This design comes from an exercise in tuning for small area on the open sky130 flow, not from production work.
The RTL was checked by simulation tests, not by an equivalence proof against the original design.
Power figures rest on the tool's default switching activity, not on a simulated workload.

`design/flow/design.v`:
```
module ALU_sync (
  input  wire        clk,           
  input  wire [15:0] A, B,          
  input  wire [3:0]  ALU_FUN,       
  output reg  [15:0] ALU_OUT,       
  output reg         Carry_flag,    
  output reg         Arith_flag,    
  output reg         Logic_flag,    
  output reg         CMP_flag,      
  output reg         Shift_flag     
);
always @(posedge clk ) begin
    Carry_flag  <= 0;
    Arith_flag  <= 0;
    Logic_flag  <= 0;
    CMP_flag    <= 0;
    Shift_flag  <= 0;
    case (ALU_FUN)
        4'b0000:begin  
        {Carry_flag,ALU_OUT} <= A+B;
        Arith_flag<=1;
        end
        4'b0001: begin   
        {Carry_flag, ALU_OUT} <= {1'b0, A} - {1'b0, B};
        Arith_flag <= 1;
      end
        4'b0010: begin   
        ALU_OUT <= A*B;
        Arith_flag <= 1;
      end
        4'b0011: begin   
        ALU_OUT <= (B != 0) ? A / B : 16'b0;   
        Arith_flag <= 1;
      end
      4'b0100: begin   
        ALU_OUT <= A & B;
        Logic_flag <= 1;
      end
      4'b0101: begin   
        ALU_OUT <= A | B;
        Logic_flag <= 1;
      end  
      4'b0110: begin   
        ALU_OUT <= ~(A & B);
        Logic_flag <= 1;
      end
      4'b0111: begin   
        ALU_OUT <= ~(A | B);
        Logic_flag <= 1;
      end        
      4'b1000: begin   
        ALU_OUT <= A ^ B;
        Logic_flag <= 1;
      end  
      4'b1001: begin   
        ALU_OUT <= ~(A ^ B);
        Logic_flag <= 1;
      end        
      4'b1010: begin   
        if (A==B) 
            ALU_OUT<=1;
            else
            ALU_OUT<=0;
        CMP_flag <= 1;
      end
      4'b1011: begin   
       if (A>B) 
            ALU_OUT<=2;
            else
            ALU_OUT<=0;
        CMP_flag <= 1;
      end 
      4'b1100: begin   
        if (A<B) 
            ALU_OUT<=3;
            else
            ALU_OUT<=0;
        CMP_flag <= 1;
      end
      4'b1101: begin   
        ALU_OUT <= A >> 1;
        Shift_flag <= 1;
      end
      4'b1110: begin   
        ALU_OUT <= A << 1;
        Shift_flag <= 1;
      end
      default: begin
        ALU_OUT <= 16'b0;
      end 
    endcase
end
endmodule
```
`design/flow/run.sh`:
```
#!/bin/bash
# synth_recipe.tcl (not shown) runs the flow's synth.tcl, then flattens the netlist and writes it again
# the make line also repeats each setting of config.mk as NAME=value (left out here)
make -C /OpenROAD-flow-scripts/flow DESIGN_CONFIG=/design/flow/config.mk WORK_HOME=/design/flow/orfs CLKGATE_MAP_FILE= SYNTH_SCRIPT=/design/flow/synth_recipe.tcl finish
```
`design/flow/config.mk`:
```
export PLATFORM = sky130hd
export DESIGN_NAME = ALU_sync
export DESIGN_NICKNAME = ALU_sync
export VERILOG_FILES = /design/flow/design.v
export SDC_FILE = /design/flow/constraint.sdc
export NUM_CORES = 4
export LEC_CHECK = 0
export CAP_MARGIN = 20
export CORE_MARGIN = 2
export CORE_UTILIZATION = 40
export SLEW_MARGIN = 20
```
`design/flow/constraint.sdc`:
```
create_clock -name core_clock -period 35.0 [get_ports {clk}]
set_input_delay 7.0000 -clock core_clock [delete_from_list [all_inputs] [get_ports {clk}]]
set_output_delay 7.0000 -clock core_clock [all_outputs]
set_load 0.01 [all_outputs]
```
==> notes.md <==
Antenna Violating Nets Remaining -> 0
crit path max-delay cell type -> clkdlybuf4s50_1
Layout area overhead -> 10.5%
compound-cell area share of the yosys netlist -> 0.291
initial antenna violation count -> 1
mux share of post-synthesis cell area -> 0.0167
Peak supply drop -> 0.0371 mV
synthesized-area fraction occupied by adder cells -> 0.316
final WL -> 57700 µm
post-synthesis cell type count -> 96
CTS max path bufs -> 2
die width -> 195 µm
Hold EP -> ALU_OUT[2]
Critical Path RT -> 35.15 ns
Root Buffer -> clkbuf_16
Net Sw Frac -> 0.566
worst hold path depth -> 4
hpwl dp -> 44400 µm
critical path's largest stage delay -> 0.61 ns
CTS buffer count -> 3
register bit count reported by yosys -> 21
critical path startpoint category -> input port
# IOs -> 58
Worst Max-Slew Pin Slew -> 1.05 ns
Comb power frac -> 0.907
GR Overflow Total -> 0
pre-CTS WS -> -0.451 ns
gr usage total -> 0.296
Layout fillers -> 3678
Tightest Hold Check Type -> input port to flop
global-route wire length before repair -> 88200 µm
critical path fanouts, max -> 18
Die Ht -> 195 µm
routability congestion estimate -> 0.996
number of global-route vias before repair -> 15300
cells after synthesis -> 1984
Post-Syn Area -> 14500 µm²
Simple-Gate Fraction of Synth Area -> 0.197
Most Frequent Cell on Critical Path -> ha_1
commonest non-fill, non-tap cell in the layout -> ha_1
Final Hold Viols -> 0
Setup CP Type -> input port to flop
critical path endpoint category -> flop
fin. max-slew vios -> 0
layout cells sized above 1 -> 0.0922
Crit path arrival time -> 34.00 ns
status -> finished clean
warning count from the yosys run -> 1
Psw -> 366 µW
Syn Nets -> 2339
Period minus WS final -> 33.85 ns
vias post-DR -> 15700
IO Port Bufs -> 57
Initial Util -> 0.407
fmax -> 0.0295 GHz
sequential share of the synthesized area -> 0.0290
internal power -> 280 µW
largest net degree at the start of global routing -> 61
ys async rst share -> 0
period utilisation layout -> 0.967
Placeable Area -> 35700 µm²
leakage -> 7.21 nW
wire per inst -> 23.2 µm
# Max-Cap Violations -> 0
setup_tns -> 0 ns
Post-synth EDFFs -> 0
CTS tree -> built
Sink Count -> 21
combinational family with the most area after synthesis -> adder cells
hold_sp -> ALU_FUN[0]
Setup WS post-layout -> 1.15 ns
vias per inst -> 6.29
power density over the cells -> 40.3 nW/µm²
Seq pwr share -> 0.050
footprint of the multi-input gates -> 13100 µm²
clock-pin transition on the worst setup and hold timing paths -> 0.08 ns
drt drc -> 0
initial drt markers -> 1591
Finished Core Util -> 0.450
Pre-antenna DRT Iters -> 5
H-tree depth -> 1
Register Area -> 420 µm²
Slew headroom -> 0.296
Synth Flop Type -> dfxtp_1
Mapped Avg Cell Area -> 7.32 µm²
row count -> 69
post-synthesis xor/xnor area fraction -> 0.0682
die area -> 37800 µm²
Clock Power Share -> 0.044
Setup Viol. Count Final -> 0
Final nets -> 2384
most frequent cells in the layout -> ha_1 (236), nand2_1 (200), inv_1 (189), nor2_1 (187), a21oi_1 (114)
power by group through the flow:
stage                     clock [mW]  combinational, mW  sequential, mW
after floorplan                    0              0.396          0.0339
after global placement             0              0.560          0.0326
after detailed placement           0              0.570          0.0323
after CTS                     0.0286              0.575          0.0320
after global routing          0.0292              0.640          0.0325
final                         0.0282              0.586          0.0320
kinds of logic after synthesis:
kind of cell | count (synthesis)
buffers and inverters | 285
flip-flops | 21
adder cells (fa/ha/maj) | 318
multiplexers | 23
AO/OA/AOI/OAI | 602
AND/OR/NAND/NOR | 622
XOR/XNOR | 113
synth_stat cells (6+ instances only):
library cell | count | area share
ha_1 | 236 | 0.20
nand2_1 | 201 | 0.052
inv_1 | 189 | 0.049
nor2_1 | 189 | 0.049
a21oi_1 | 122 | 0.042
o21ai_0 | 111 | 0.038
fa_1 | 82 | 0.11
xnor2_1 | 80 | 0.048
clkbuf_1 | 70 | 0.018
nor3_1 | 63 | 0.022
o21a_1 | 42 | 0.022
a21o_1 | 41 | 0.021
nand3_1 | 33 | 0.011
xor2_1 | 33 | 0.020
a31oi_1 | 28 | 0.012
o211ai_1 | 25 | 0.013
a211oi_1 | 23 | 0.012
or3_1 | 22 | 0.0095
a221oi_1 | 21 | 0.013
dfxtp_1 | 21 | 0.029
nand2b_1 | 18 | 0.0078
nor4_1 | 15 | 0.0065
o221ai_1 | 15 | 0.0091
and2_1 | 13 | 0.0056
mux2i_1 | 13 | 0.0090
nor2b_1 | 13 | 0.0056
o21bai_1 | 13 | 0.0067
o22ai_1 | 12 | 0.0052
or2_2 | 12 | 0.0052
o31ai_1 | 11 | 0.0057
a22o_1 | 10 | 0.0060
a31o_2 | 10 | 0.0060
mux2_2 | 10 | 0.0078
o2111ai_1 | 10 | 0.0060
and3_1 | 9 | 0.0039
clkbuf_8 | 9 | 0.0085
a22oi_1 | 8 | 0.0041
a221o_1 | 7 | 0.0048
nand4_1 | 7 | 0.0030
o21ai_1 | 7 | 0.0024
a222oi_1 | 6 | 0.0041
and4_1 | 6 | 0.0036
sequential cells by signal, indices dropped and copies added (netlist names):
signal      flops
ALU_OUT        16
CMP_flag        1
Logic_flag      1
Carry_flag      1
Shift_flag      1
Arith_flag      1
cell type report:
type | instances | share of cell area
multi-input cells | 1678 | 0.818
inverters | 195 | 0.0457
well taps | 461 | 0.0360
diodes | 1 | 0.000156
repair buffers | 130 | 0.0695
clock buffers | 4 | 0.00492
flip-flops and latches | 21 | 0.0262
per-layer routing:
metal | track usage | routed length (µm) | vias to the layer above | part of all wire
li1 | - | - | 7235 | -
met1 | 0.398 | 24700 | 7504 | 0.43
met2 | 0.480 | 25600 | 776 | 0.44
met3 | 0.0364 | 4980 | 158 | 0.086
met4 | 0.122 | 2480 | 0 | 0.043
met5 | 0 | 0 | - | 0
critical path: cells and delay by family:
| family | cells | cell delay (ns) |
|---|---|---|
| fa+ha+maj | 15 | 4.44 |
| buf+inv | 10 | 1.83 |
| simple gates | 25 | 5.55 |
| mux | 6 | 1.90 |
| compound gates | 62 | 13.19 |
timing repair:
item / 4_1_cts / 5_1_grt
endpoints found under the setup margin: 1 / 2
resized for setup: 5 / 49
hold buffers: 0 / 0
pin swaps: 0 / 7
setup buffers: 0 / 6
worst max path at each step:
stage,from,to,slack (ns),cells after the start
final,B[13],ALU_OUT[0],1.15,118
after global placement,B[13],ALU_OUT[0],0.13,109
after CTS,B[13],ALU_OUT[0],0.06,117
after global routing,B[13],ALU_OUT[0],-0.15,118
after detailed placement,B[13],ALU_OUT[0],-0.45,113
after floorplan,B[5],ALU_OUT[0],2.70,124
through the flow:
step           cell area (µm²)  instances  power [mW]  hold slack (ns)
6_report                 16000       2490       0.647             7.62
5_1_grt                  16000       2490       0.702             7.63
4_1_cts                  15800       2483       0.635             7.59
3_5_place_dp             15700       2479       0.602             7.74
3_3_place_gp             15700       2479       0.593             7.73
2_1_floorplan            14500       1984       0.430             7.12

## re-timing with driven ports
How much do the figures lean on ideal ports? The routed layout below was timed once more, with nothing changed but the port constraints. Step 1 assumes that a clkbuf_16 drives the clock port and a buf_2 every other input. Step 2 times the ports against the registers' clock, not the clock port: input delays grow and output delays shrink by t, the midpoint of the rising clock arrivals with the driver on. a / b / c = ideal ports / drivers / drivers and shift; a / b = the first two.
t (ns): 0.309
setup slack, ns: 1.149 / 1.164 / 0.855
hold WS [ns]: 7.620 / 7.628 / 7.752
After both steps setup and hold are still met in this run. The setup slack of this run moves by +0.015 ns with the drivers and by -0.294 ns with both steps.
